What follows belongs to an exercise in optimizing a design on an open flow for small area; a production flow would make more cautious choices. At most, simulation tests tie the RTL to the original design; equivalence was not proved. Only the layout flow was run in run 1; the RTL was not checked for function there. No run shown here takes its clock network from TritonCTS; it comes from the design's own scripts or RTL. The flow treats the clock pin as an ideal source. Dropping or thinning the clock tree relies on that and would not hold on a real chip. Power figures rest on the tool's default switching activity, not on a simulated workload.

===== flow/flow/kbuf.tcl =====
# Clock tree of a few leaf buffers: the flip-flops are split into
# $::env(CLK_GROUPS) groups by position (k-means) and each group gets one
# $::env(CLK_BUF) placed at its centroid; the clock port drives the leaf
# buffers directly. Runs in place of clock_tree_synthesis.
proc clock_tree_synthesis {args} {
  set cell $::env(CLK_BUF)
  set k $::env(CLK_GROUPS)
  set block [ord::get_db_block]
  set master [[ord::get_db] findMaster $cell]
  set clk_name [get_full_name [lindex [sta::get_property [lindex [sta::all_clocks] 0] sources] 0]]
  set clknet [$block findNet $clk_name]
  set sinks {}
  foreach it [$clknet getITerms] {
    set bb [[$it getInst] getBBox]
    lappend sinks [list $it [expr {([$bb xMin] + [$bb xMax]) / 2.0}] [expr {([$bb yMin] + [$bb yMax]) / 2.0}]]
  }
  set n [llength $sinks]
  # k-means, seeded with sinks spread along the sorted x order
  set sorted [lsort -real -index 1 $sinks]
  set cx {}; set cy {}
  for {set j 0} {$j < $k} {incr j} {
    set s [lindex $sorted [expr {int(($j + 0.5) * $n / $k)}]]
    lappend cx [lindex $s 1]; lappend cy [lindex $s 2]
  }
  for {set iter 0} {$iter < 50} {incr iter} {
    set assign {}
    foreach s $sinks {
      set best 0; set bd 1e30
      for {set j 0} {$j < $k} {incr j} {
        set d [expr {abs([lindex $s 1] - [lindex $cx $j]) + abs([lindex $s 2] - [lindex $cy $j])}]
        if {$d < $bd} { set bd $d; set best $j }
      }
      lappend assign $best
    }
    set nx {}; set ny {}
    for {set j 0} {$j < $k} {incr j} {
      set sx 0.0; set sy 0.0; set c 0
      foreach s $sinks a $assign { if {$a == $j} { set sx [expr {$sx + [lindex $s 1]}]; set sy [expr {$sy + [lindex $s 2]}]; incr c } }
      if {$c > 0} { lappend nx [expr {$sx / $c}]; lappend ny [expr {$sy / $c}] } else { lappend nx [lindex $cx $j]; lappend ny [lindex $cy $j] }
    }
    set cx $nx; set cy $ny
  }
  for {set j 0} {$j < $k} {incr j} {
    set net [odb::dbNet_create $block clknet_${j}_$clk_name]
    set inst [odb::dbInst_create $block $master clkbuf_${j}_$clk_name]
    [$inst findITerm A] connect $clknet
    [$inst findITerm X] connect $net
    $net setSigType CLOCK
    set c 0
    foreach s $sinks a $assign {
      if {$a == $j} { set it [lindex $s 0]; $it disconnect; $it connect $net; incr c }
    }
    $inst setLocation [expr {int([lindex $cx $j])}] [expr {int([lindex $cy $j])}]
    $inst setPlacementStatus PLACED
    puts "clock buffer $j ($cell) drives $c clock pins"
  }
  $clknet setSigType CLOCK
  set_propagated_clock [sta::all_clocks]
}

===== flow/standard.sh =====
#!/bin/bash
# synth_recipe.tcl (not shown) runs the flow's synth.tcl, then flattens the netlist and writes it again
# the make line also repeats each setting of config.mk as NAME=value (left out here)
make -C /OpenROAD-flow-scripts/flow DESIGN_CONFIG=/design/flow/config.mk WORK_HOME=/design/flow/orfs CLKGATE_MAP_FILE= SYNTH_SCRIPT=/design/flow/synth_recipe.tcl "${@:-finish}"

===== flow/constraint.sdc =====
create_clock -name core_clock -period 10.0 [get_ports {clk_in}]
set_input_delay 2.0000 -clock core_clock [delete_from_list [all_inputs] [get_ports {clk_in}]]
set_output_delay 2.0000 -clock core_clock [all_outputs]
set_load 0.01 [all_outputs]

===== flow/config.mk =====
export PLATFORM = sky130hd
export DESIGN_NAME = main
export DESIGN_NICKNAME = main
export VERILOG_FILES = /design/flow/design.v
export SDC_FILE = /design/flow/constraint.sdc
export NUM_CORES = 4
export LEC_CHECK = 0
export ABC_AREA = 1
export CAP_MARGIN = 20
export CORE_MARGIN = 2
export CORE_UTILIZATION = 70
export SLEW_MARGIN = 20

===== flow/flow/abc_area.script =====
strash
balance
rewrite
refactor
balance
rewrite
rewrite -z
balance
refactor -z
rewrite -z
balance
balance
rewrite
refactor
balance
rewrite
rewrite -z
balance
refactor -z
rewrite -z
balance
&get -n
&dch -f
&nf -R 1000
&put
topo
dnsize -c

===== flow/flow/run.sh =====
#!/bin/bash
# ORFS layout as the standard.sh runs it, with these changes:
#  - synthesis maps logic with an area-oriented ABC script (flow/abc_area.script)
#    and without the separate adder mapping (ADDER_MAP_FILE empty); the rest of
#    the standard synthesis, and so every register, is unchanged
#  - port buffers use the smallest buffer cell
#  - one tie cell drives all constant outputs
#  - the clock tree is a few leaf clock buffers driven by the clock port, one per
#    group of nearby flip-flops (flow/kbuf.tcl, run in place of
#    clock_tree_synthesis through ORFS's PRE_CTS_TCL hook)
set -euo pipefail
WD=$(pwd)
rm -rf "$WD/scripts_mod"
cp -r "$FLOW_HOME/scripts" "$WD/scripts_mod"
cp "$WD/flow/abc_area.script" "$WD/scripts_mod/abc_area.script"
export BUFFER_PORTS_ARGS="-buffer_cell sky130_fd_sc_hd__buf_1"
export PRE_CTS_TCL="$WD/flow/kbuf.tcl"
export CLK_BUF=sky130_fd_sc_hd__clkbuf_8
export CLK_GROUPS=3
bash standard.sh SCRIPTS_DIR="$WD/scripts_mod" ADDER_MAP_FILE= SKIP_REPAIR_TIE_FANOUT=1 finish > "$WD/standard_flow.log" 2>&1

===== flow/design.v =====
module main(
    input car_in,
    input [2:0] car_out,
    input clk_in,
    input rst,
    output wire door_open,
    output wire full_signal,
    output reg [3:0] state,
    output wire [4:0] seg_select,
    output reg [7:0] seg_data,
    output tmp
);
    assign tmp = rst;
    reg [5:0] dl;
    reg [2:0] dk;
    wire c40 = ~dl[0] & ~dl[1] & ~dl[4] & ~dl[5];
    always @(posedge clk_in or posedge rst)
        if (rst) begin
            dl <= 6'd25; dk <= 3'd0;
        end else begin
            dl <= {dl[4:0], dl[5] ^ dl[0] ^ c40};
            dk <= dk + {2'b0, c40};
        end
    wire t1 = c40 & ~dk[0];
    wire t2 = c40 & dk[0] & dk[1] & ~dk[2];
    reg ai, ax;
    reg [1:0] mi, mx;
    always @(posedge clk_in or posedge rst)
        if (rst) begin
            ai <= 1'b0; ax <= 1'b0; mi[0] <= 1'b0; mx[0] <= 1'b0;
        end else if (t1) begin
            ai <= ~car_in;
            ax <= ~car_out[2];
            mi[0] <= ai & (mi[1] | mi[0]);
            mx[0] <= ax & (mx[1] | mx[0]);
        end
    always @(posedge clk_in)
        if (t1) begin
            mi[1] <= ai & ~mi[0];
            mx[1] <= ax & ~mx[0];
        end
    wire di = mi[1] & mi[0];
    wire dx = mx[1] & mx[0];
    reg [1:0] ls;
    wire [1:0] spot = car_out[1:0];
    wire s0 = state[0], s1 = state[1], s2 = state[2], s3 = state[3];
    wire is_full = &state;
    wire entry = di & ~is_full;
    wire exitv = dx & (is_full | ~di) & state[spot];
    wire E = t1 & entry;
    wire X = t1 & exitv;
    wire q4 = ~s3 & s2 & ~s1 & ~s0;           
    wire [3:0] setc = {s2 & s1 & s0, s1 & s0, s0 | q4, ~q4};
    wire [3:0] clr = {spot == 2'd3, spot == 2'd2, spot == 2'd1, spot == 2'd0};
    wire [3:0] nstate = (state | ({4{E}} & setc)) & ~({4{X}} & clr);
    wire s13 = ~s3 & ~s2 & s0;
    wire dreq_n = entry | exitv | (ls[0] & s13);
    wire fg_n = di & (&nstate);
    always @(posedge clk_in or posedge rst)
        if (rst) state <= 4'b0000;
        else     state <= nstate;
    always @(posedge clk_in) begin
        if (E) ls[1] <= ~(s3 & s2);
        if (E) ls[0] <= s0 & (s2 | (ls[0] & ~s1));
        else if (X) ls[0] <= spot[0] | ~(s3 & s2);
    end
    reg [1:0] near;
    always @* begin
        casez (state)
            4'b1100: near = {1'b0, ls[0]};
            4'b1111: near = ls;
            4'b0001, 4'b0101, 4'b1001, 4'b1101: near = 2'd1;
            4'b0011, 4'b1011: near = 2'd2;
            4'b0111: near = 2'd3;
            default: near = 2'd0;
        endcase
    end
    reg [2:0] space;
    always @* begin
        case (state)
            4'b0000: space = 3'd4;
            4'b0001, 4'b0010, 4'b0100, 4'b1000: space = 3'd3;
            4'b0011, 4'b0101, 4'b0110, 4'b1001, 4'b1010, 4'b1100: space = 3'd2;
            4'b1111: space = {2'b00, ls == 2'd2};
            default: space = 3'd1;
        endcase
    end
    reg [6:0] dc;
    reg [5:0] dt;
    wire d_act = dt[5] | dt[4];
    wire [7:0] dcc;
    wire [6:0] dtc;
    assign dcc[0] = t1 & d_act;
    assign dtc[0] = dcc[7];
    genvar i;
    generate
        for (i = 0; i < 7; i = i + 1) begin : g_dc
            assign dcc[i+1] = dcc[i] & dc[i];
        end
        for (i = 0; i < 6; i = i + 1) begin : g_dt
            assign dtc[i+1] = dtc[i] & dt[i];
        end
    endgenerate
    wire [6:0] dc_n = d_act ? ((dc ^ dcc[6:0]) | {5'b0, dcc[7], dcc[7]}) : 7'd3;
    wire d_idle_tick = t1 & ~d_act;
    wire [5:0] dt_n = d_idle_tick ? (dt[0] ? 6'd24 : {5'b0, dreq_n})
                                  : ((dt ^ dtc[5:0]) | {5'b0, dtc[6] & dreq_n});
    always @(posedge clk_in or posedge rst)
        if (rst) begin
            dt[5:4] <= 2'b00; dt[0] <= 1'b0;
        end else begin
            dt[5:4] <= dt_n[5:4]; dt[0] <= dt_n[0];
        end
    always @(posedge clk_in) dt[3:1] <= dt_n[3:1];
    always @(posedge clk_in) dc <= dc_n;
    assign door_open = d_act & ~dt[0];
    reg [7:0] fc;
    reg [2:0] ft;
    wire f_act = ft[2] | (ft[1] & ft[0]);
    wire [8:0] fcc;
    wire [3:0] ftc;
    assign fcc[0] = t1 & f_act;
    assign ftc[0] = fcc[8];
    generate
        for (i = 0; i < 8; i = i + 1) begin : g_fc
            assign fcc[i+1] = fcc[i] & fc[i];
        end
        for (i = 0; i < 3; i = i + 1) begin : g_ft
            assign ftc[i+1] = ftc[i] & ft[i];
        end
    endgenerate
    wire [7:0] fc_n = f_act ? ((fc ^ fcc[7:0]) | {5'b0, fcc[8], fcc[8], 1'b0}) : 8'd6;
    wire f_idle_tick = t1 & ~f_act;
    wire [2:0] ft_n = f_idle_tick ? (ft[0] ? 3'd3 : {2'b0, fg_n})
                                  : ((ft ^ ftc[2:0]) | {2'b0, ftc[3] & fg_n});
    always @(posedge clk_in or posedge rst)
        if (rst) begin
            ft[2] <= 1'b0; ft[0] <= 1'b0;
        end else begin
            ft[2] <= ft_n[2]; ft[0] <= ft_n[0];
        end
    always @(posedge clk_in) ft[1] <= ft_n[1];
    always @(posedge clk_in) fc <= fc_n;
    assign full_signal = f_act & ft[0];
    reg sel;
    reg [2:0] sd;
    always @(posedge clk_in or posedge rst)
        if (rst) begin
            sel <= 1'b0; sd <= 3'd7;
        end else if (t2) begin
            sel <= ~sel;
            if (~sel)               sd <= space;
            else if (space == 3'd0) sd <= 3'd5;
            else                    sd <= {1'b0, near};
        end
    assign seg_select = {2'b00, sel, 1'b0, ~sel};
    always @* begin
        case (sd)
            3'd0: seg_data = 8'b00111111;
            3'd1: seg_data = 8'b00000110;
            3'd2: seg_data = 8'b01011011;
            3'd3: seg_data = 8'b01001111;
            3'd4: seg_data = 8'b01100110;
            3'd5: seg_data = 8'b01000000;
            default: seg_data = 8'b00000000;
        endcase
    end
endmodule

==> summary.txt, run 1 <==
Outcome
  • Result of the run: timing/DRC/antenna clean

Routing
  • Initial DRT Pass Iterations: 4
  • Total vias in the final route: 1654
  • Ratio of routed vias to standard cells: 5.93
  • Routed Wire Length: 3.74 mm
  • Avg WL per Cell: 13.4 µm
  • Antenna violation net count after detailed routing: 0
  • Count of routing violations after the opening detailed-route iteration: 150
  • Number of remaining DRC errors: 0

Place
  • Count of buffers inserted at the top-level ports: 21
  • Routability cong.: 0.914
  • Half-perimeter wire length after detailed placement: 2.75 mm
  • Cells after DPL: 276

Synth
  • Syn. warnings: 1
  • Synthesis-stage register bit count: 49
  • Ys flop type: sky130_fd_sc_hd__dfrtp_1
  • Synthesized area per cell: 9.32 µm²
  • Post-synth ARST share: 0.531
  • Nets in the synthesized netlist: 238
  • Register area share after synthesis: 0.536
  • Syn Std Cell Area: 2160 µm²
  • Number of standard cells after synthesis: 232
  • Cell with the most instances after synthesis: sky130_fd_sc_hd__a21oi_1
  • Leading area contributor after synthesis: sky130_fd_sc_hd__dfrtp_1
  • Number of enable-type register cells in the synthesized netlist: 4
  • Share of the synthesized area in the top cell type: 0.231
  • Count of distinct cell types in the synthesized netlist: 34
  • Dominant cells by area after synthesis: sky130_fd_sc_hd__dfrtp_1 23%, sky130_fd_sc_hd__dfxtp_1 18%, sky130_fd_sc_hd__dfstp_2 7.3%
  • Leading post-synthesis cells by instance count: 28 x sky130_fd_sc_hd__a21oi_1, 24 x sky130_fd_sc_hd__nor2_1, 23 x sky130_fd_sc_hd__nand2_1

STA
  • Setup Total Neg Slack: 0 ps
  • Final clock period utilization by the worst path: 0.425
  • Clk_skew: 27.8 ps
  • Count of final hold-check violations: 0
  • Setup violators final: 0
  • Final period demand of the worst path: 4250 ps
  • Maximum achievable frequency: 236 MHz
  • RSZ-0062 raised after global routing: false
  • Tightest Pin Transition: 871 ps
  • Number of max-slew violations in the final report: 0
  • Relative max-transition margin: 0.416

Worst setup path
  • Cell with the biggest individual delay on the critical path: sky130_fd_sc_hd__buf_1
  • Largest stage delay, worst path: 150 ps
  • FF-to-FF setup slack: 6490 ps
  • Arrival time reported for the critical path endpoint: 2250 ps
  • Dominant delay contributor by cell family on the critical path: buffers and inverters
  • Crit path depth: 2
  • Worst reg2reg path endpoint: dt[0]
  • R2r startpoint: dl[1]
  • Data required time of the worst path: 8000 ps
  • Cells along the critical path: buf_1 > buf_1
  • Critical path origin: rst
  • Capturing element type of the critical path: output pin
  • Count of buffering cells on the critical path with inverters included: 2
  • Depth of the worst register-to-register path: 12
  • Largest fanout of any net on the critical path: 2
  • Cell seen most often among critical-path stages: sky130_fd_sc_hd__buf_1
  • Critical path startpoint category: input port
  • WS Path Type: input port to output pin
  • Capture point of the critical path: tmp

Global routing
  • Met3 capacity usage during global routing: 0.0153
  • Met2 demand-to-capacity share in global routing: 0.427
  • Global-route met1 utilization: 0.299
  • Global-route congestion overflow total: 0
  • Via count of the first global-routing pass: 1578
  • Initial antenna violation count: 0
  • All-Layer GR Usage: 0.227
  • Wire length of the first global-routing pass: 6.49 mm
  • Maximum number of pins on one net before global-route repair: 27
  • Most used routing layer in global routing: met2

Clock network
  • Clock latency at the later pin of the worst-skew pair: 160 ps
  • Buffers inserted by post-CTS timing repair: 0
  • Count of cells resized by post-cts repair: 0
  • Worst-path clk slew: 110 ps
  • Number of buffers inserted for hold repair after clock tree synthesis: 0

Pwr
  • Power Dens Cells: 123 nW/µm²
  • Leakage power figure: 0.903 nW
  • Worst supply voltage drop on vdd: 0.136 mV

Floorplan
  • Ports placed on the boundary: 26
  • Starting density of the core: 0.720
  • Number of placement rows: 20
  • Die Height: 59.6 µm
  • Die outline area: 3550 µm²
  • Area of the core region: 3000 µm²
  • Horizontal extent of the die: 59.6 µm

Final layout
  • Signed area change from the synthesized netlist to the final layout: 3.99%
  • Number of inserted diodes: 0
  • Number of nets in the finished design: 254
  • Fraction of final layout cells with drive strength greater than 1: 0.0447
  • Non-filler instance count after layout: 279

Min path
  • Path type of the worst min-delay path: register to register

Job
  • Max-cap violations: 0
==> metal layers <==
metal | up-vias | part of all wire
li1 | 833 | -
met1 | 780 | 0.43
met2 | 38 | 0.52
met3 | 3 | 0.043
met4 | 0 | 0.0053
met5 | - | 0
==> flip-flops by register name, indices dropped and copies added (netlist names) <==
name and flops:
ai 1, ax 1, dc 7, dk 3, dl 6, dt 6, fc 8, ft 3
ls 2, mi 2, mx 2, sd 3, sel 1, state 4
==> placed cells by master, fill, tap and decap left out, drive strengths merged, types with 6 or more instances in the layout <==
| cell type | instances |
|---|---|
| xnor2 | 6 |
| o21ai | 20 |
| nand3 | 7 |
| a21oi | 28 |
| dfrtp | 20 |
| buf | 22 |
| clkinv | 11 |
| and3 | 6 |
| dfstp | 6 |
| nor2 | 24 |
| and2 | 6 |
| dfxtp | 19 |
| nand2 | 23 |
==> stage by stage <==
step / instance area, µm² / utilization / power (mW) / setup WS (ps) / hold slack [ps]
3_5_place_dp: 2210 / 0.735 / 0.210 / 5760 / 350
3_3_place_gp: 2210 / 0.735 / 0.209 / 5750 / 339
2_1_floorplan: 2160 / - / 0.209 / 5880 / 333
5_1_grt: 2250 / 0.749 / 0.285 / 5700 / 388
6_report: 2250 / 0.749 / 0.277 / 5750 / 371
4_1_cts: 2250 / 0.749 / 0.280 / 5750 / 374
==> kinds of logic (layout without fill, tap and decap cells) <==
kind of cell    Yosys count  in the layout  share of synthesized area
compound gates           66             66                      0.173
simple gates             83             83                      0.181
mux                       1              1                     0.0104
flops                    49             49                      0.536
buf+inv                  22             36                     0.0573
other cells               1              1                    0.00173
xor+xnor                 10             10                     0.0405
==> cell type report <==
cell class,instances,area (µm²)
flip-flops and latches,49,1160
multi-input cells,161,880
fillers,232,754
repair buffers,22,86.3
plain buffers,3,41.3
inverters,11,41.3
well taps,33,41.3
==> how the worst min path moves through the flow <==
stage,startpoint,endpoint,cells after the start
after global routing,dl[2],dl[3],0
after global placement,dl[2],dl[3],0
after detailed placement,dl[2],dl[3],0
final,dl[2],dl[3],0
after CTS,dl[2],dl[3],0
after floorplan,dl[2],dl[3],0
==> power by group <==
| part | switching, mW | total [mW] | internal [mW] |
|---|---|---|---|
| Sequential | 0.000249 | 0.200 | 0.200 |
| Clock | 0.0441 | 0.0719 | 0.0277 |
| Combinational | 0.00428 | 0.00549 | 0.00121 |
==> run 2: changes to the inputs <==
--- a/flow/design.v
+++ b/flow/design.v
@@ -64,27 +64,6 @@
         if (E) ls[0] <= s0 & (s2 | (ls[0] & ~s1));
         else if (X) ls[0] <= spot[0] | ~(s3 & s2);
     end
-    reg [1:0] near;
-    always @* begin
-        casez (state)
-            4'b1100: near = {1'b0, ls[0]};
-            4'b1111: near = ls;
-            4'b0001, 4'b0101, 4'b1001, 4'b1101: near = 2'd1;
-            4'b0011, 4'b1011: near = 2'd2;
-            4'b0111: near = 2'd3;
-            default: near = 2'd0;
-        endcase
-    end
-    reg [2:0] space;
-    always @* begin
-        case (state)
-            4'b0000: space = 3'd4;
-            4'b0001, 4'b0010, 4'b0100, 4'b1000: space = 3'd3;
-            4'b0011, 4'b0101, 4'b0110, 4'b1001, 4'b1010, 4'b1100: space = 3'd2;
-            4'b1111: space = {2'b00, ls == 2'd2};
-            default: space = 3'd1;
-        endcase
-    end
     reg [6:0] dc;
     reg [5:0] dt;
     wire d_act = dt[5] | dt[4];
@@ -142,27 +121,33 @@
     always @(posedge clk_in) ft[1] <= ft_n[1];
     always @(posedge clk_in) fc <= fc_n;
     assign full_signal = f_act & ft[0];
+    wire ge3 = (s0 & s1 & (s2 | s3)) | (s2 & s3 & (s0 | s1));    
+    wire nz = s0 | s1 | s2 | s3;
+    wire ex2 = nz & ~ge3 & ~(s0 ^ s1 ^ s2 ^ s3);                   
+    wire ls2 = ls[1] & ~ls[0];
+    wire [2:0] dsp = {~ge3, ~ex2, (nz & ~ge3) | (is_full & ~ls2)};
+    wire q12 = s3 & s2 & ~s1 & ~s0;
+    wire n1 = is_full ? ls[1] : (s0 & s1);
+    wire n0 = (is_full | q12) ? ls[0] : (s0 & ~(s1 & ~s2));
+    wire [2:0] dnr = (is_full & ~ls2) ? 3'b100 : {n1, ~n1 | n0, ~n0 | n1};
     reg sel;
-    reg [2:0] sd;
+    reg [2:0] sg;
     always @(posedge clk_in or posedge rst)
         if (rst) begin
-            sel <= 1'b0; sd <= 3'd7;
+            sel <= 1'b0; sg <= 3'b000;
         end else if (t2) begin
             sel <= ~sel;
-            if (~sel)               sd <= space;
-            else if (space == 3'd0) sd <= 3'd5;
-            else                    sd <= {1'b0, near};
+            sg <= sel ? dnr : dsp;
         end
     assign seg_select = {2'b00, sel, 1'b0, ~sel};
     always @* begin
-        case (sd)
-            3'd0: seg_data = 8'b00111111;
-            3'd1: seg_data = 8'b00000110;
-            3'd2: seg_data = 8'b01011011;
-            3'd3: seg_data = 8'b01001111;
-            3'd4: seg_data = 8'b01100110;
-            3'd5: seg_data = 8'b01000000;
-            default: seg_data = 8'b00000000;
-        endcase
+        seg_data[7] = 1'b0;
+        seg_data[6] = sg[2];
+        seg_data[5] = sg[1] & (sg[2] ^ sg[0]);
+        seg_data[4] = sg[0] & ~(sg[2] & sg[1]);
+        seg_data[3] = sg[0];
+        seg_data[2] = sg[1];
+        seg_data[1] = sg[1] | sg[0];
+        seg_data[0] = sg[0];
     end
 endmodule
==> flow/flow/run.sh (replaced) <==
#!/bin/bash
# ORFS layout as the standard.sh runs it, with these changes:
#  - synthesis maps logic with area-oriented ABC scripts (flow/abc/*.script)
#    and without the separate adder mapping (ADDER_MAP_FILE empty): the
#    synthesis is run once per script and the script giving the smallest
#    cell area (synthesis buffers excluded) is used for the layout. The rest of
#    the standard synthesis, and so every register, is unchanged.
#  - port buffers use the smallest buffer cell
#  - one tie cell drives all constant outputs
#  - the clock tree is a few leaf buffers driven by the clock port, one per
#    group of nearby flip-flops (flow/kbuf.tcl, run in place of
#    clock_tree_synthesis through ORFS's PRE_CTS_TCL hook)
# Each tool's output goes to a log file in this folder.
set -euo pipefail
WD=$(pwd)
rm -rf "$WD/scripts_mod"
cp -r "$FLOW_HOME/scripts" "$WD/scripts_mod"

best=""
best_area=""
for s in "$WD"/flow/abc/*.script; do
  k=$(basename "$s" .script)
  rm -rf "$WD/try_$k" "$WD/scripts_$k"
  cp -r "$WD/scripts_mod" "$WD/scripts_$k"
  cp "$s" "$WD/scripts_$k/abc_area.script"
  bash standard.sh SCRIPTS_DIR="$WD/scripts_$k" ADDER_MAP_FILE= WORK_HOME="$WD/try_$k" synth > "$WD/synth_try_$k.log" 2>&1 &
done
wait
for s in "$WD"/flow/abc/*.script; do
  k=$(basename "$s" .script)
  stat="$WD/try_$k/reports/$FLOW_PLATFORM/main/base/synth_stat.txt"
  [[ -f "$stat" ]] || continue
  a=$(awk '/sky130_fd_sc_hd__/ && !/__buf_|__clkbuf_/ {a+=$2} END {printf "%.4f", a}' "$stat")
  echo "script $k: area $a" >> "$WD/synth_choice.log"
  if [[ -z "$best" ]] || awk -v a="$a" -v b="$best_area" 'BEGIN {exit !(a < b)}'; then
    best=$k; best_area=$a
  fi
done
echo "chosen: $best ($best_area)" >> "$WD/synth_choice.log"
cp "$WD/flow/abc/$best.script" "$WD/scripts_mod/abc_area.script"
rm -rf "$WD"/try_* "$WD"/scripts_s*

export BUFFER_PORTS_ARGS="-buffer_cell sky130_fd_sc_hd__buf_1"
export PRE_CTS_TCL="$WD/flow/kbuf.tcl"
export CLK_BUF=sky130_fd_sc_hd__clkbuf_8
export CLK_GROUPS=3
bash standard.sh SCRIPTS_DIR="$WD/scripts_mod" ADDER_MAP_FILE= SKIP_REPAIR_TIE_FANOUT=1 finish > "$WD/standard_flow.log" 2>&1
==> flow/flow/abc/s0.script (new file) <==
strash
balance
rewrite
refactor
balance
rewrite
rewrite -z
balance
refactor -z
rewrite -z
balance
balance
rewrite
refactor
balance
rewrite
rewrite -z
balance
refactor -z
rewrite -z
balance
&get -n
&dch -f
&nf -R 1000
&put
topo
dnsize -c
==> flow/flow/abc/s1.script (new file) <==
strash
balance
rewrite
refactor
balance
rewrite
rewrite -z
balance
refactor -z
rewrite -z
balance
balance
rewrite
refactor
balance
rewrite
rewrite -z
balance
refactor -z
rewrite -z
balance
dch -f
amap
topo
dnsize -c
==> flow/flow/abc/s2.script (new file) <==
strash
balance
rewrite
refactor
balance
rewrite
rewrite -z
balance
refactor -z
rewrite -z
balance
balance
rewrite
refactor
balance
rewrite
rewrite -z
balance
refactor -z
rewrite -z
balance
&get -n
&dc2
&dch -f
&nf -R 1000
&put
topo
dnsize -c
==> flow/flow/abc/s3.script (new file) <==
strash
balance
rewrite
refactor
balance
rewrite
rewrite -z
balance
refactor -z
rewrite -z
balance
&get -n
&dch -f
&nf -R 1000
&put
topo
dnsize -c
==> flow/flow/abc/s4.script (new file) <==
strash
dc2
balance
rewrite
refactor
balance
rewrite
rewrite -z
balance
refactor -z
rewrite -z
balance
dch -f
amap
topo
dnsize -c
==> flow/flow/abc/s5.script (new file) <==
strash
balance
rewrite
refactor
balance
rewrite
rewrite -z
balance
refactor -z
rewrite -z
balance
balance
rewrite
refactor
balance
rewrite
rewrite -z
balance
refactor -z
rewrite -z
balance
balance
rewrite
refactor
balance
rewrite
rewrite -z
balance
refactor -z
rewrite -z
balance
dch -f
amap
topo
dnsize -c
--- a/flow/config.mk
+++ b/flow/config.mk
@@ -6,7 +6,7 @@
 export NUM_CORES = 4
 export LEC_CHECK = 0
 export ABC_AREA = 1
-export CAP_MARGIN = 20
+export CAP_MARGIN = 0
 export CORE_MARGIN = 2
 export CORE_UTILIZATION = 70
-export SLEW_MARGIN = 20
+export SLEW_MARGIN = 0
removed: flow/flow/abc_area.script
==> run 2 against run 1 <==
  * Global-route usage shrank 1.6 points
  * Register-to-register slack gained 60 ps
  * Die area shrank 0.54%
  * Largest power group unchanged
  * Still clean
  * Core utilization grew 0.21 points
  * Sequential power is essentially flat
  * Wire length shrank 3.6%
  * Area after synthesis shrank 0.58%
  * Setup slack gained 4.0 ps
  * Final area shrank 0.56%
  * Highest routed layer unchanged
  * Critical path depth is the same
==> summary.txt, run 2 <==
Outcome
  • Result of the run: timing/DRC/antenna clean

Pwr
  • Part of the total power dissipated in sequential elements: 0.715 (-0.006)
  • Worst supply voltage drop on vdd: 0.126 mV (-7.1%)
  • Relative contribution of combinational cells to total power: 0.021 (about the same)
  • Switching pwr: 0.0508 mW (+4.4%)
  • Sw frac: 0.182 (+0.00619)
  • Power Dens Cells: 125 nW/µm² (+1.4%)
  • Leakage power figure: 0.909 nW (+0.67%)
  • Proportion of power drawn by the clock network: 0.264 (+0.005)
  • Internal Pwr Total: 0.229 mW (about the same)

Synth
  • Post-synth ARST share: 0.531 (unchanged)
  • Synthesis-stage register bit count: 49 (unchanged)
  • Number of standard cells after synthesis: 226 (-2.6%)
  • Ys flop type: sky130_fd_sc_hd__dfrtp_1
  • Synthesized area per cell: 9.51 µm² (+2.1%)
  • Register area share after synthesis: 0.537 (+0.00137)
  • Cell with the most instances after synthesis: sky130_fd_sc_hd__nor2_1
  • Number of enable-type register cells in the synthesized netlist: 4 (unchanged)
  • Syn Std Cell Area: 2150 µm² (-0.58%)
  • Share of the synthesized area in the top cell type: 0.268 (+0.0363)
  • Leading post-synthesis cells by instance count: 29 x sky130_fd_sc_hd__nor2_1, 25 x sky130_fd_sc_hd__a21oi_1, 23 x sky130_fd_sc_hd__dfrtp_1
  • Dominant cells by area after synthesis: sky130_fd_sc_hd__dfrtp_1 27%, sky130_fd_sc_hd__dfxtp_1 18%, sky130_fd_sc_hd__a21oi_1 5.8%
  • Leading area contributor after synthesis: sky130_fd_sc_hd__dfrtp_1
  • Syn. warnings: 1 (unchanged)
  • Count of distinct cell types in the synthesized netlist: 38 (+12%)
  • Nets in the synthesized netlist: 232 (-2.5%)

Routing
  • Ratio of routed vias to standard cells: 5.90 (-0.52%)
  • Avg WL per Cell: 13.2 µm (-1.5%)
  • Routed Wire Length: 3.61 mm (-3.6%)
  • Number of remaining DRC errors: 0 (unchanged)
  • Initial DRT Pass Iterations: 4 (unchanged)
  • Antenna violation net count after detailed routing: 0 (unchanged)
  • Total vias in the final route: 1610 (-2.7%)
  • Count of routing violations after the opening detailed-route iteration: 80 (-47%)

Floorplan
  • Number of placement rows: 20 (unchanged)
  • Starting density of the core: 0.722 (+0.00185)
  • Die outline area: 3530 µm² (-0.54%)
  • Ports placed on the boundary: 26 (unchanged)
  • Area of the core region: 2980 µm² (-0.83%)
  • Horizontal extent of the die: 59.4 µm (-0.27%)
  • Die Height: 59.4 µm (-0.27%)

Min path
  • Path type of the worst min-delay path: register to register

Place
  • Count of buffers inserted at the top-level ports: 21 (unchanged)
  • Cells after DPL: 270 (-2.2%)
  • Routability cong.: 0.804 (-12%)
  • Half-perimeter wire length after detailed placement: 2.71 mm (-1.4%)

Job
  • Max-cap violations: 0 (unchanged)

Global routing
  • All-Layer GR Usage: 0.211 (-0.0163)
  • Maximum number of pins on one net before global-route repair: 27 (unchanged)
  • Via count of the first global-routing pass: 1414 (-10%)
  • Initial antenna violation count: 0 (unchanged)
  • Wire length of the first global-routing pass: 5.97 mm (-8.0%)
  • Global-route congestion overflow total: 0 (unchanged)

STA
  • Tightest Pin Transition: 897 ps (+25.8 ps)
  • Maximum achievable frequency: 236 MHz (about the same)
  • Final period demand of the worst path: 4240 ps (-3.99 ps)
  • Number of max-slew violations in the final report: 0 (unchanged)
  • Relative max-transition margin: 0.398 (-0.0173)
  • Final clock period utilization by the worst path: 0.424 (about the same)
  • Setup Total Neg Slack: 0 ps (unchanged)
  • Count of final hold-check violations: 0 (unchanged)
  • Clk_skew: 8.80 ps (-19.0 ps)
  • Setup violators final: 0 (unchanged)
  • RSZ-0062 raised after global routing: false
  • Hold WS: 360 ps (-10.8 ps)

Worst setup path
  • Capturing element type of the critical path: output pin
  • Cells along the critical path: buf_1 > buf_1
  • Largest fanout of any net on the critical path: 2 (unchanged)
  • WS Path Type: input port to output pin
  • Critical path startpoint category: input port
  • Cell with the biggest individual delay on the critical path: sky130_fd_sc_hd__buf_1
  • Count of buffering cells on the critical path with inverters included: 2 (unchanged)
  • Cell seen most often among critical-path stages: sky130_fd_sc_hd__buf_1
  • Largest stage delay, worst path: 150 ps (about the same)
  • Dominant delay contributor by cell family on the critical path: buffers and inverters
  • Data required time of the worst path: 8000 ps (about the same)
  • Arrival time reported for the critical path endpoint: 2240 ps (about the same)

Clock network
  • Buffers inserted by post-CTS timing repair: 0 (unchanged)
  • Clock latency at the later pin of the worst-skew pair: 160 ps (about the same)
  • Number of buffers inserted for hold repair after clock tree synthesis: 0 (unchanged)
  • Worst-path clk slew: 90 ps (-20 ps)
  • Count of cells resized by post-cts repair: 0 (unchanged)

Final layout
  • Number of inserted diodes: 0 (unchanged)
  • Signed area change from the synthesized netlist to the final layout: 4.02% (about the same)
  • Fraction of final layout cells with drive strength greater than 1: 0.0333 (-0.0114)
  • Most frequent standard cell in the layout excluding fill and tap cells: sky130_fd_sc_hd__nor2_1
  • Flip-flop count of the largest register after layout: 8 (unchanged)
  • Register with the most flip-flops: fc
  • Non-filler instance count after layout: 273 (-2.2%)
  • Fill cell instance count of the final layout: 240 (+3.4%)
  • Registers with the highest flip-flop counts: fc: 8 flops, dc: 7 flops
  • Commonest cells after routing, fill and taps aside: 29 x sky130_fd_sc_hd__nor2_1, 25 x sky130_fd_sc_hd__a21oi_1, 23 x sky130_fd_sc_hd__dfrtp_1, 21 x sky130_fd_sc_hd__buf_1
  • Number of nets in the finished design: 248 (-2.4%)
run 2: cell types whose count changed after synthesis, sizes merged, moves of 2 or more:
cell,previous run,this run
nor4,3,1
dfstp,6,3
o31ai,2,0
nor2b,4,6
a21oi,28,25
nor2,24,29
dfrtp,20,23
o21ai,20,15
nand2,23,19
nor3,3,5
a22o,1,3
clkinv,11,8
run 2: cell families after synthesis:
logic type | after synthesis | synth area share
XOR/XNOR | 10 | 0.0407
AND/OR/NAND/NOR | 85 | 0.187
other | 1 | 0.00174
flip-flops | 49 | 0.537
AO/OA/AOI/OAI | 60 | 0.165
buffers and inverters | 19 | 0.0524
multiplexers | 2 | 0.0157
run 2: power groups by stage:
stage | Combinational, mW | Sequential, mW | Clock (mW)
floorplan | 0.00520 | 0.204 | 0
global placement | 0.00554 | 0.204 | 0
detailed placement | 0.00589 | 0.204 | 0
CTS | 0.00591 | 0.200 | 0.0755
global route | 0.00661 | 0.200 | 0.0813
finish | 0.00576 | 0.200 | 0.0739
run 2: metrics by stage:
stage | setup slack (ps) | power [mW] | util | cell area [µm²]
3_3_place_gp | 5750 | 0.209 | 0.737 | 2190
4_1_cts | 5750 | 0.281 | 0.751 | 2240
6_report | 5760 | 0.279 | 0.751 | 2240
3_5_place_dp | 5760 | 0.210 | 0.737 | 2190
5_1_grt | 5730 | 0.288 | 0.751 | 2240
2_1_floorplan | 5880 | 0.209 | - | 2150
run 2: final timing paths:
path / start / endpoint / slack, ps / depth (start not counted)
setup reg to reg: dl[1] / dt[0] / 6550 / 12
min in group asynchronous: rst / dk[2] / 1900 / 2
setup / recovery: rst / tmp / 5760 / 2
max in group asynchronous: rst / dl[2] / 7670 / 2
hold reg to reg: dl[3] / dl[4] / 360 / 0
hold / removal: dl[3] / dl[4] / 360 / 0
run 2: layer usage:
metal / routed length, µm / up-vias / part of all wire / track usage
met5: 0 / - / 0 / 0
met4: 46 / 0 / 0.013 / 0.0325
met3: 128 / 4 / 0.036 / 0.0153
met2: 1770 / 34 / 0.49 / 0.377
met1: 1660 / 764 / 0.46 / 0.287
li1: - / 808 / - / -
run 2: final cells by class:
cell class                 count  area [µm²]  share of cell area
sequential                    49        1150               0.517
multi-input combinational    158         882               0.395
timing repair buffer          22        86.3              0.0386
buffer                         3        41.3              0.0185
tap                           33        41.3              0.0185
inverter                       8        30.0              0.0134
==> run 3: changes to the inputs <==
--- a/flow/config.mk
+++ b/flow/config.mk
@@ -6,7 +6,8 @@
 export NUM_CORES = 4
 export LEC_CHECK = 0
 export ABC_AREA = 1
-export CAP_MARGIN = 0
+export CAP_MARGIN = 20
 export CORE_MARGIN = 2
 export CORE_UTILIZATION = 70
-export SLEW_MARGIN = 0
+export GPL_TIMING_DRIVEN = 0
+export SLEW_MARGIN = 20
==> run 3 against run 2 <==
  * Setup slack worse by 90 ps
  * Area after synthesis stayed put
  * Fmax fell by 2.1%
  * Critical path depth up 1
  * Power shrank 0.17%
  * Still clean on timing, DRC and antenna
  * Clock power decreased by 3%
  * Sequential cell count unchanged
==> summary.txt, run 3 <==
STA
  • Clk_skew: 20.6 ps (+11.8 ps)
  • Post-route worst setup slack: 5670 ps (-89.6 ps)
  • Tightest Pin Transition: 877 ps (-19.8 ps)
  • Final clock period utilization by the worst path: 0.433 (+0.00895)
  • Final period demand of the worst path: 4330 ps (+89.6 ps)
  • Relative max-transition margin: 0.412 (+0.0133)
  • Maximum achievable frequency: 231 MHz (-2.1%)
  • Setup Total Neg Slack: 0 ps (unchanged)
  • RSZ-0062 raised after global routing: false
  • Setup violators final: 0 (unchanged)
  • Number of max-slew violations in the final report: 0 (unchanged)
  • Count of final hold-check violations: 0 (unchanged)

Min path
  • Start point of the worst min-delay path: dl[2]
  • Path type of the worst min-delay path: register to register

Worst setup path
  • WS Path Type: input port to output pin
  • FF-to-FF setup slack: 6140 ps (-410 ps)
  • Critical path startpoint category: input port
  • Capturing element type of the critical path: output pin
  • Data required time of the worst path: 8000 ps (about the same)
  • Critical path origin: rst
  • Arrival time reported for the critical path endpoint: 2330 ps (+90 ps)
  • R2r startpoint: dl[1]
  • Largest fanout of any net on the critical path: 2 (unchanged)

Routing
  • Initial DRT Pass Iterations: 4 (unchanged)
  • Routed Wire Length: 3.66 mm (+1.6%)
  • Count of routing violations after the opening detailed-route iteration: 76 (-5.0%)
  • Number of remaining DRC errors: 0 (unchanged)
  • Avg WL per Cell: 12.9 µm (-2.0%)
  • Total vias in the final route: 1637 (+1.7%)
  • Ratio of routed vias to standard cells: 5.78 (-1.9%)
  • Antenna violation net count after detailed routing: 0 (unchanged)

Global routing
  • Initial antenna violation count: 0 (unchanged)
  • Global-route congestion overflow total: 0 (unchanged)
  • Wire length of the first global-routing pass: 6.26 mm (+4.9%)
  • Via count of the first global-routing pass: 1517 (+7.3%)
  • All-Layer GR Usage: 0.222 (+0.0107)
  • Maximum number of pins on one net before global-route repair: 27 (unchanged)

Clock network
  • Buffers inserted by post-CTS timing repair: 0 (unchanged)
  • Worst-path clk slew: 100 ps (about the same)
  • Count of cells resized by post-cts repair: 0 (unchanged)
  • Number of buffers inserted for hold repair after clock tree synthesis: 0 (unchanged)
  • Clock latency at the later pin of the worst-skew pair: 160 ps (about the same)

Final layout
  • Number of nets in the finished design: 258 (+4.0%)
  • Most frequent standard cell in the layout excluding fill and tap cells: sky130_fd_sc_hd__nor2_1
  • Non-filler instance count after layout: 283 (+3.7%)
  • Register with the most flip-flops: fc
  • Flip-flop count of the largest register after layout: 8 (unchanged)
  • Layout Utilization: 0.777 (+0.0261)
  • Registers with the highest flip-flop counts: fc: 8 flops, dc: 7 flops
  • Signed area change from the synthesized netlist to the final layout: 7.63%
  • Fraction of final layout cells with drive strength greater than 1: 0.0760 (+0.0427)
  • Commonest cells after routing, fill and taps aside: 29 x sky130_fd_sc_hd__nor2_1, 25 x sky130_fd_sc_hd__a21oi_1, 23 x sky130_fd_sc_hd__dfrtp_1, 21 x sky130_fd_sc_hd__buf_1
  • Number of inserted diodes: 0 (unchanged)

Synth
  • Syn. warnings: 1 (unchanged)
  • Ys flop type: sky130_fd_sc_hd__dfrtp_1
  • Leading post-synthesis cells by instance count: 29 x sky130_fd_sc_hd__nor2_1, 25 x sky130_fd_sc_hd__a21oi_1, 23 x sky130_fd_sc_hd__dfrtp_1
  • Register area share after synthesis: 0.537 (unchanged)
  • Count of distinct cell types in the synthesized netlist: 38 (unchanged)
  • Number of enable-type register cells in the synthesized netlist: 4 (unchanged)
  • Synthesized area per cell: 9.51 µm² (unchanged)
  • Leading area contributor after synthesis: sky130_fd_sc_hd__dfrtp_1
  • Nets in the synthesized netlist: 232 (unchanged)
  • Post-synth ARST share: 0.531 (unchanged)
  • Share of the synthesized area in the top cell type: 0.268 (unchanged)
  • Synthesis-stage register bit count: 49 (unchanged)
  • Dominant cells by area after synthesis: sky130_fd_sc_hd__dfrtp_1 27%, sky130_fd_sc_hd__dfxtp_1 18%, sky130_fd_sc_hd__a21oi_1 5.8%
  • Syn Std Cell Area: 2150 µm² (unchanged)
  • Number of standard cells after synthesis: 226 (unchanged)
  • Cell with the most instances after synthesis: sky130_fd_sc_hd__nor2_1

Floorplan
  • Number of placement rows: 20 (unchanged)
  • Ports placed on the boundary: 26 (unchanged)
  • Die Height: 59.4 µm (unchanged)
  • Area of the core region: 2980 µm² (unchanged)
  • Die outline area: 3530 µm² (unchanged)
  • Starting density of the core: 0.722 (unchanged)
  • Horizontal extent of the die: 59.4 µm (unchanged)

Pwr
  • Overall Power: 0.279 mW (-0.17%)
  • Power Dens Cells: 121 nW/µm² (-3.5%)
  • Worst supply voltage drop on vdd: 0.121 mV (-4.4%)
  • Leakage power figure: 0.958 nW (+5.3%)

Place
  • Routability cong.: 0.871 (+8.4%)
  • Half-perimeter wire length after detailed placement: 2.75 mm (+1.7%)
  • Cells after DPL: 280 (+3.7%)
  • Count of buffers inserted at the top-level ports: 21 (unchanged)
  • Post-placement setup slack: 5670 ps (-87.5 ps)

Outcome
  • Result of the run: timing/DRC/antenna clean

Job
  • Max-cap violations: 0 (unchanged)
run 3: kinds of logic after synthesis:
family                 share of synthesized area
AO/OA/AOI/OAI                              0.165
flip-flops                                 0.537
AND/OR/NAND/NOR                            0.187
other                                    0.00174
XOR/XNOR                                  0.0407
multiplexers                              0.0157
buffers and inverters                     0.0524
run 3: worst paths after layout:
| check | endpoint | cells past startpoint |
|---|---|---|
| worst max register to register | dt[0] | 11 |
| worst max-delay path | tmp | 3 |
| min in group asynchronous | mi[0] | 2 |
| max in group asynchronous | state[1] | 2 |
| worst min-delay path | dl[3] | 0 |
| worst min register to register | dl[3] | 0 |
run 3: metrics by stage:
step	hold slack [ps]	instance area [µm²]
5_1_grt	375	2310
6_report	367	2310
3_5_place_dp	349	2270
3_3_place_gp	341	2270
2_1_floorplan	333	2150
4_1_cts	373	2310
run 3: per-layer routing:
layer	global-route usage	vias up	part of all wire	routed length, µm
met5	0	-	0	0
met4	0.0422	0	0.013	46
met3	0.0240	6	0.037	136
met2	0.410	34	0.50	1840
met1	0.279	767	0.45	1640
li1	-	830	-	-
run 3: area by class of cell:
cell class	instances	area, µm²
plain buffers	14	124
fillers	204	664
inverters	8	30.0
multi-input cells	158	885
flip-flops and latches	49	1150
well taps	33	41.3
repair buffers	21	78.8
run 3: critical path, cell delays in order:
cell and delay (ps):
sky130_fd_sc_hd__buf_1 90, sky130_fd_sc_hd__buf_4 100, sky130_fd_sc_hd__buf_1 130
run 3: report_power, final:
part	leakage, nW	switching [mW]	internal (mW)
clock network	0.0216	0.0442	0.0277
logic	0.436	0.00467	0.00256
registers	0.500	0.000224	0.199
total	0.958	0.0491	0.230
==> run 4: changes to the inputs <==
--- a/flow/config.mk
+++ b/flow/config.mk
@@ -9,5 +9,4 @@
 export CAP_MARGIN = 20
 export CORE_MARGIN = 2
 export CORE_UTILIZATION = 70
-export GPL_TIMING_DRIVEN = 0
 export SLEW_MARGIN = 20
==> run 4 against run 3 <==
  * Still clean
  * Via count fell by 1.6%
  * Wire length down 1.6%
  * Sequential power is essentially flat
  * Critical path type unchanged
  * Largest power group unchanged
==> summary.txt, run 4 <==
Clock network
  • Worst-path clk slew: 90 ps (about the same)
  • Number of buffers inserted for hold repair after clock tree synthesis: 0 (unchanged)
  • Count of cells resized by post-cts repair: 0 (unchanged)
  • Clock latency at the later pin of the worst-skew pair: 160 ps (about the same)
  • Buffers inserted by post-CTS timing repair: 0 (unchanged)

Pwr
  • Relative contribution of combinational cells to total power: 0.021 (-0.005)
  • Part of the total power dissipated in sequential elements: 0.715 (about the same)
  • Worst supply voltage drop on vdd: 0.126 mV (+4.7%)
  • Internal Pwr Total: 0.229 mW (-0.52%)
  • Proportion of power drawn by the clock network: 0.264 (+0.006)
  • Leakage power figure: 0.909 nW (-5.1%)
  • Sw frac: 0.182 (+0.00571)
  • Power Dens Cells: 125 nW/µm² (+3.6%)
  • Switching pwr: 0.0508 mW (+3.4%)

Floorplan
  • Number of placement rows: 20 (unchanged)
  • Ports placed on the boundary: 26 (unchanged)
  • Horizontal extent of the die: 59.4 µm (unchanged)
  • Die Height: 59.4 µm (unchanged)
  • Area of the core region: 2980 µm² (unchanged)
  • Starting density of the core: 0.722 (unchanged)
  • Die outline area: 3530 µm² (unchanged)

STA
  • Number of max-slew violations in the final report: 0 (unchanged)
  • Setup Total Neg Slack: 0 ps (unchanged)
  • Final period demand of the worst path: 4240 ps (-89.6 ps)
  • RSZ-0062 raised after global routing: false
  • Clk_skew: 8.80 ps (-11.8 ps)
  • Final clock period utilization by the worst path: 0.424 (-0.00895)
  • Relative max-transition margin: 0.398 (-0.0133)
  • Count of final hold-check violations: 0 (unchanged)
  • Tightest Pin Transition: 897 ps (+19.8 ps)
  • Maximum achievable frequency: 236 MHz (+2.1%)
  • Setup violators final: 0 (unchanged)
  • Hold WS: 360 ps (-6.67 ps)

Synth
  • Cell with the most instances after synthesis: sky130_fd_sc_hd__nor2_1
  • Dominant cells by area after synthesis: sky130_fd_sc_hd__dfrtp_1 27%, sky130_fd_sc_hd__dfxtp_1 18%, sky130_fd_sc_hd__a21oi_1 5.8%
  • Register area share after synthesis: 0.537 (unchanged)
  • Adder and majority gate portion of the synthesized area: 0 (unchanged)
  • Post-synth ARST share: 0.531 (unchanged)
  • Syn. warnings: 1 (unchanged)
  • Area fraction in compound gates after synthesis: 0.165 (unchanged)
  • Syn Std Cell Area: 2150 µm² (unchanged)
  • Count of distinct cell types in the synthesized netlist: 38 (unchanged)
  • Ys flop type: sky130_fd_sc_hd__dfrtp_1
  • Synthesis-stage register bit count: 49 (unchanged)
  • Synthesized area per cell: 9.51 µm² (unchanged)
  • Combinational family with the most area after synthesis: simple AND/OR/NAND/NOR gates
  • Leading area contributor after synthesis: sky130_fd_sc_hd__dfrtp_1
  • Number of enable-type register cells in the synthesized netlist: 4 (unchanged)
  • Fraction of the mapped netlist area in simple logic gates: 0.187 (unchanged)
  • Post-synthesis xor/xnor area fraction: 0.0407 (unchanged)
  • Leading post-synthesis cells by instance count: 29 x sky130_fd_sc_hd__nor2_1, 25 x sky130_fd_sc_hd__a21oi_1, 23 x sky130_fd_sc_hd__dfrtp_1
  • Nets in the synthesized netlist: 232 (unchanged)
  • Mux cell area share after synthesis: 0.0157 (unchanged)
  • Share of the synthesized area in the top cell type: 0.268 (unchanged)
  • Number of standard cells after synthesis: 226 (unchanged)

Worst setup path
  • Largest stage delay, worst path: 150 ps (+20 ps)
  • Depth of the worst register-to-register path: 12 (+1)
  • Cell with the biggest individual delay on the critical path: sky130_fd_sc_hd__buf_1
  • R2r startpoint: dl[1]
  • Count of buffering cells on the critical path with inverters included: 2 (-1)
  • Dominant delay contributor by cell family on the critical path: buffers and inverters
  • Largest fanout of any net on the critical path: 2 (unchanged)
  • WS Path Type: input port to output pin
  • Critical path startpoint category: input port
  • Cell seen most often among critical-path stages: sky130_fd_sc_hd__buf_1
  • Worst reg2reg path endpoint: dt[0]
  • FF-to-FF setup slack: 6550 ps (+410 ps)
  • Capturing element type of the critical path: output pin
  • Arrival time reported for the critical path endpoint: 2240 ps (-90 ps)
  • Data required time of the worst path: 8000 ps (about the same)
  • Cells along the critical path: buf_1 > buf_1

Global routing
  • Initial antenna violation count: 0 (unchanged)
  • All-Layer GR Usage: 0.211 (-0.0107)
  • Maximum number of pins on one net before global-route repair: 27 (unchanged)
  • Global-route congestion overflow total: 0 (unchanged)
  • Via count of the first global-routing pass: 1414 (-6.8%)
  • Wire length of the first global-routing pass: 5.97 mm (-4.6%)

Routing
  • Ratio of routed vias to standard cells: 5.90 (+2.0%)
  • Antenna violation net count after detailed routing: 0 (unchanged)
  • Count of routing violations after the opening detailed-route iteration: 80 (+5.3%)
  • Initial DRT Pass Iterations: 4 (unchanged)
  • Number of remaining DRC errors: 0 (unchanged)
  • Avg WL per Cell: 13.2 µm (+2.0%)
  • Routed Wire Length: 3.61 mm (-1.6%)
  • Total vias in the final route: 1610 (-1.6%)

Final layout
  • Number of inserted diodes: 0 (unchanged)
  • Non-filler instance count after layout: 273 (-3.5%)
  • Register with the most flip-flops: fc
  • Post-Layout Inst Area: 2240 µm² (-3.4%)
  • Commonest cells after routing, fill and taps aside: 29 x sky130_fd_sc_hd__nor2_1, 25 x sky130_fd_sc_hd__a21oi_1, 23 x sky130_fd_sc_hd__dfrtp_1, 21 x sky130_fd_sc_hd__buf_1
  • Flip-flop count of the largest register after layout: 8 (unchanged)
  • Fraction of final layout cells with drive strength greater than 1: 0.0333 (-0.0427)
  • Signed area change from the synthesized netlist to the final layout: 4.02%
  • Most frequent standard cell in the layout excluding fill and tap cells: sky130_fd_sc_hd__nor2_1
  • Registers with the highest flip-flop counts: fc: 8 flops, dc: 7 flops
  • Number of nets in the finished design: 248 (-3.9%)

Place
  • Cells after DPL: 270 (-3.6%)
  • Routability cong.: 0.804 (-7.7%)
  • Area post-placement: 2190 µm² (-3.3%)
  • Half-perimeter wire length after detailed placement: 2.71 mm (-1.6%)
  • Count of buffers inserted at the top-level ports: 21 (unchanged)

Min path
  • Path type of the worst min-delay path: register to register
  • Hold Path Stages: 0 (unchanged)
  • Start point of the worst min-delay path: dl[3]
  • End point of the most critical hold path: dl[4]

Outcome
  • Result of the run: timing/DRC/antenna clean

Job
  • Max-cap violations: 0 (unchanged)
[run 4: cell counts after synthesis]
Identical to the previous run, type by type.
[run 4: power by group through the flow]
stage	logic (mW)	clock network [mW]	registers (mW)
2_1_floorplan	0.00520	0	0.204
3_3_place_gp	0.00554	0	0.204
3_5_place_dp	0.00589	0	0.204
4_1_cts	0.00591	0.0755	0.200
5_1_grt	0.00661	0.0813	0.200
6_report	0.00576	0.0739	0.200
[run 4: final cells by class]
cell class / count / area [µm²]
flip-flops and latches: 49 / 1150
repair buffers: 22 / 86.3
inverters: 8 / 30.0
well taps: 33 / 41.3
multi-input cells: 158 / 882
plain buffers: 3 / 41.3
fillers: 240 / 742
[run 4: metrics by stage]
stage,utilization,setup WS [ps],power (mW)
2_1_floorplan,-,5880,0.209
3_3_place_gp,0.737,5750,0.209
3_5_place_dp,0.737,5760,0.210
4_1_cts,0.751,5750,0.281
5_1_grt,0.751,5730,0.288
6_report,0.751,5760,0.279
[run 4: cell families (layout without fill, tap and decap cells)]
| family | Yosys count | count (layout) |
|---|---|---|
| and+or+nand+nor | 85 | 85 |
| buffers and inverters | 19 | 33 |
| muxes | 2 | 2 |
| DFF | 49 | 49 |
| xor gates and xnor gates | 10 | 10 |
| other | 1 | 1 |
| AOI/OAI and AO/OA | 60 | 60 |
[run 4: how the worst max path moves through the flow]
stage,slack [ps],to,start,cells after the start
after CTS,5750,tmp,rst,2
after global placement,5750,tmp,rst,2
final,5760,tmp,rst,2
after detailed placement,5760,tmp,rst,2
after global routing,5730,tmp,rst,2
after floorplan,5880,tmp,rst,1
[run 4: metal layers]
layer  share of wire  GRT usage
met1            0.46      0.287
met2            0.49      0.377
met3           0.036     0.0153
met4           0.013     0.0325
met5               0          0
==> run 5: changes to the inputs <==
--- a/flow/flow/run.sh
+++ b/flow/flow/run.sh
@@ -42,6 +42,6 @@
 
 export BUFFER_PORTS_ARGS="-buffer_cell sky130_fd_sc_hd__buf_1"
 export PRE_CTS_TCL="$WD/flow/kbuf.tcl"
-export CLK_BUF=sky130_fd_sc_hd__clkbuf_8
+export CLK_BUF=sky130_fd_sc_hd__buf_6
 export CLK_GROUPS=3
 bash standard.sh SCRIPTS_DIR="$WD/scripts_mod" ADDER_MAP_FILE= SKIP_REPAIR_TIE_FANOUT=1 finish > "$WD/standard_flow.log" 2>&1
==> run 5 against run 4 <==
  * Critical path type unchanged
  * Clock skew rose by 1.5 ps
  * Hold slack improved by 0.89 ps
  * Final cell count did not move
  * Register-to-register slack improved by 20 ps
  * Sequential share of layout area rose by 0.17 points
  * Final area fell by 0.34%
  * Highest routed layer unchanged
  * Synthesized cell count did not move
  * Die area did not move
  * First-iteration DRC count rose by 7.5%
==> summary.txt, run 5 <==
Place
  • Post-placement setup slack: 5760 ps (unchanged)
  • Cells after DPL: 270 (unchanged)
  • Count of buffers inserted at the top-level ports: 21 (unchanged)
  • Routability cong.: 0.804 (unchanged)
  • Area post-placement: 2190 µm² (unchanged)
  • Half-perimeter wire length after detailed placement: 2.71 mm (unchanged)

STA
  • Tightest Pin Transition: 889 ps (-7.51 ps)
  • RSZ-0062 raised after global routing: false
  • Clk_skew: 10.3 ps (+1.45 ps)
  • Relative max-transition margin: 0.403 (+0.00504)
  • Number of max-slew violations in the final report: 0 (unchanged)
  • Maximum achievable frequency: 236 MHz (unchanged)
  • Setup Total Neg Slack: 0 ps (unchanged)
  • Setup violators final: 0 (unchanged)
  • Count of final hold-check violations: 0 (unchanged)
  • Final clock period utilization by the worst path: 0.424 (unchanged)
  • Final period demand of the worst path: 4240 ps (unchanged)
  • Post-route worst setup slack: 5760 ps (unchanged)

Global routing
  • Wire length of the first global-routing pass: 5.97 mm (unchanged)
  • Initial antenna violation count: 0 (unchanged)
  • Maximum number of pins on one net before global-route repair: 27 (unchanged)
  • Via count of the first global-routing pass: 1426 (+0.85%)
  • All-Layer GR Usage: 0.211 (unchanged)
  • Global-route congestion overflow total: 0 (unchanged)

Clock network
  • Worst-path clk slew: 100 ps (about the same)
  • Number of buffers inserted for hold repair after clock tree synthesis: 0 (unchanged)
  • Count of cells resized by post-cts repair: 0 (unchanged)
  • Buffers inserted by post-CTS timing repair: 0 (unchanged)
  • Clock latency at the later pin of the worst-skew pair: 130 ps (-30 ps)

Worst setup path
  • Cell seen most often among critical-path stages: sky130_fd_sc_hd__buf_1
  • Largest stage delay, worst path: 150 ps (about the same)
  • Capturing element type of the critical path: output pin
  • Dominant delay contributor by cell family on the critical path: buffers and inverters
  • Count of buffering cells on the critical path with inverters included: 2 (unchanged)
  • Arrival time reported for the critical path endpoint: 2240 ps (about the same)
  • Critical path startpoint category: input port
  • Cells along the critical path: buf_1 > buf_1
  • Cell with the biggest individual delay on the critical path: sky130_fd_sc_hd__buf_1
  • Largest fanout of any net on the critical path: 2 (unchanged)
  • WS Path Type: input port to output pin
  • Data required time of the worst path: 8000 ps (about the same)

Routing
  • Routed Wire Length: 3.59 mm (-0.47%)
  • Initial DRT Pass Iterations: 4 (unchanged)
  • Total vias in the final route: 1597 (-0.81%)
  • Avg WL per Cell: 13.1 µm (-0.47%)
  • Number of remaining DRC errors: 0 (unchanged)
  • Count of routing violations after the opening detailed-route iteration: 86 (+7.5%)
  • Ratio of routed vias to standard cells: 5.85 (-0.81%)
  • Antenna violation net count after detailed routing: 0 (unchanged)

Synth
  • Post-synthesis xor/xnor area fraction: 0.0407 (unchanged)
  • Post-synth ARST share: 0.531 (unchanged)
  • Number of standard cells after synthesis: 226 (unchanged)
  • Syn Std Cell Area: 2150 µm² (unchanged)
  • Leading area contributor after synthesis: sky130_fd_sc_hd__dfrtp_1
  • Syn. warnings: 1 (unchanged)
  • Fraction of the mapped netlist area in simple logic gates: 0.187 (unchanged)
  • Nets in the synthesized netlist: 232 (unchanged)
  • Combinational family with the most area after synthesis: simple AND/OR/NAND/NOR gates
  • Ys flop type: sky130_fd_sc_hd__dfrtp_1
  • Register area share after synthesis: 0.537 (unchanged)
  • Number of enable-type register cells in the synthesized netlist: 4 (unchanged)
  • Synthesis-stage register bit count: 49 (unchanged)
  • Share of the synthesized area in the top cell type: 0.268 (unchanged)
  • Dominant cells by area after synthesis: sky130_fd_sc_hd__dfrtp_1 27%, sky130_fd_sc_hd__dfxtp_1 18%, sky130_fd_sc_hd__a21oi_1 5.8%
  • Synthesized area per cell: 9.51 µm² (unchanged)
  • Mux cell area share after synthesis: 0.0157 (unchanged)
  • Leading post-synthesis cells by instance count: 29 x sky130_fd_sc_hd__nor2_1, 25 x sky130_fd_sc_hd__a21oi_1, 23 x sky130_fd_sc_hd__dfrtp_1
  • Area fraction in compound gates after synthesis: 0.165 (unchanged)
  • Cell with the most instances after synthesis: sky130_fd_sc_hd__nor2_1
  • Count of distinct cell types in the synthesized netlist: 38 (unchanged)
  • Adder and majority gate portion of the synthesized area: 0 (unchanged)

Outcome
  • Result of the run: timing/DRC/antenna clean

Floorplan
  • Area of the core region: 2980 µm² (unchanged)
  • Horizontal extent of the die: 59.4 µm (unchanged)
  • Die outline area: 3530 µm² (unchanged)
  • Number of placement rows: 20 (unchanged)
  • Starting density of the core: 0.722 (unchanged)
  • Die Height: 59.4 µm (unchanged)
  • Ports placed on the boundary: 26 (unchanged)

Final layout
  • Number of inserted diodes: 0 (unchanged)
  • Fraction of final layout cells with drive strength greater than 1: 0.0333 (unchanged)
  • Registers with the highest flip-flop counts: fc: 8 flops, dc: 7 flops
  • Commonest cells after routing, fill and taps aside: 29 x sky130_fd_sc_hd__nor2_1, 25 x sky130_fd_sc_hd__a21oi_1, 23 x sky130_fd_sc_hd__dfrtp_1, 21 x sky130_fd_sc_hd__buf_1
  • Most frequent standard cell in the layout excluding fill and tap cells: sky130_fd_sc_hd__nor2_1
  • Signed area change from the synthesized netlist to the final layout: 3.67%
  • Fill cell instance count of the final layout: 242 (+0.83%)
  • Number of nets in the finished design: 248 (unchanged)
  • Multi-input logic area: 882 µm² (unchanged)
  • Register with the most flip-flops: fc
  • Non-filler instance count after layout: 273 (unchanged)
  • Flip-flop count of the largest register after layout: 8 (unchanged)
  • Post-Layout Inst Area: 2230 µm² (-0.34%)
  • Register cell area after layout: 1150 µm² (unchanged)

Pwr
  • Power Dens Cells: 123 nW/µm² (-1.2%)
  • Worst supply voltage drop on vdd: 0.120 mV (-5.2%)
  • Leakage power figure: 0.906 nW (-0.38%)

Min path
  • Path type of the worst min-delay path: register to register

Job
  • Max-cap violations: 0 (unchanged)
## run 5: changes by cell type in the layout (fill, tap and decap cells not counted)
cell	before	now
sky130_fd_sc_hd__buf_6	0	3
sky130_fd_sc_hd__clkbuf_8	3	0
## run 5: stage by stage
step | util | hold WS, ps | power, mW
6_report | 0.748 | 361 | 0.275
5_1_grt | 0.748 | 363 | 0.284
4_1_cts | 0.748 | 362 | 0.278
3_5_place_dp | 0.737 | 346 | 0.210
3_3_place_gp | 0.737 | 341 | 0.209
2_1_floorplan | - | 333 | 0.209
## run 5: area by class of cell
| class | instances | area share |
|---|---|---|
| Multi-Input combinational cell | 158 | 0.396 |
| Buffer | 3 | 0.0152 |
| Inverter | 8 | 0.0135 |
| Sequential cell | 49 | 0.518 |
| Timing Repair Buffer | 22 | 0.0387 |
| Tap cell | 33 | 0.0185 |
## run 5: final timing paths
path | cells after the start | slack (ps) | from | endpoint
min in group asynchronous | 2 | 1920 | rst | state[0]
max in group asynchronous | 2 | 7660 | rst | sel
hold / removal | 0 | 360 | dl[3] | dl[4]
setup reg to reg | 12 | 6570 | dl[1] | dt[0]
setup / recovery | 2 | 5760 | rst | tmp
hold reg to reg | 0 | 360 | dl[3] | dl[4]
## run 5: cells by family (layout without fill, tap and decap cells)
family                 Yosys count  after routing
AO/OA/AOI/OAI                   60             60
buffers and inverters           19             33
AND/OR/NAND/NOR                 85             85
flip-flops                      49             49
XOR/XNOR                        10             10
multiplexers                     2              2
other                            1              1
## run 5: power by group
group	internal, mW	total [mW]	switching [mW]
sequential	0.200	0.200	0.000250
clock	0.0242	0.0696	0.0454
combinational	0.00132	0.00575	0.00443
total	0.225	0.275	0.0501
## run 5: metal layers
layer | vias up | global-route usage | share of wire
li1 | 807 | - | -
met1 | 749 | 0.282 | 0.45
met2 | 37 | 0.381 | 0.49
met3 | 4 | 0.0153 | 0.042
met4 | 0 | 0.0325 | 0.013
met5 | - | 0 | 0

[port drivers added, routing unchanged]
In the flow no input, the clock included, has a driving cell. The finished layouts below were timed again as built, in two steps. Step 1 (the two cells are an assumption about what drives the block):
set clk [get_ports {clk_in}]
set_driving_cell -lib_cell sky130_fd_sc_hd__clkbuf_16 $clk
set_driving_cell -lib_cell sky130_fd_sc_hd__buf_2 [delete_from_list [all_inputs] $clk]
Step 2 times the ports against the registers' clock, not the clock port: input delays grow and output delays shrink by t, the midpoint of the rising clock arrivals with the driver on. Three values: no drivers, after step 1, after step 2; two values: the first two.
run	shift t [ns]	slack for setup (ns)	clock arrival spread, ns	worst slew at a driven data input, ns	cell pins on the clock port's net
run 1	0.193	5.754 / 5.730 / 5.730	0.028 / 0.028	0.03	3
run 2	0.195	5.758 / 5.734 / 5.734	0.008 / 0.009	0.03	3
run 3	0.192	5.668 / 5.643 / 5.643	0.021 / 0.021	0.03	3
run 4	0.195	5.758 / 5.734 / 5.734	0.008 / 0.009	0.03	3
run 5	0.176	5.758 / 5.734 / 5.734	0.010 / 0.010	0.03	3
After both steps setup and hold are still met in every run listed. The setup slack of run 3, which loses most, moves by -0.025 ns with the drivers and by -0.025 ns with both steps.
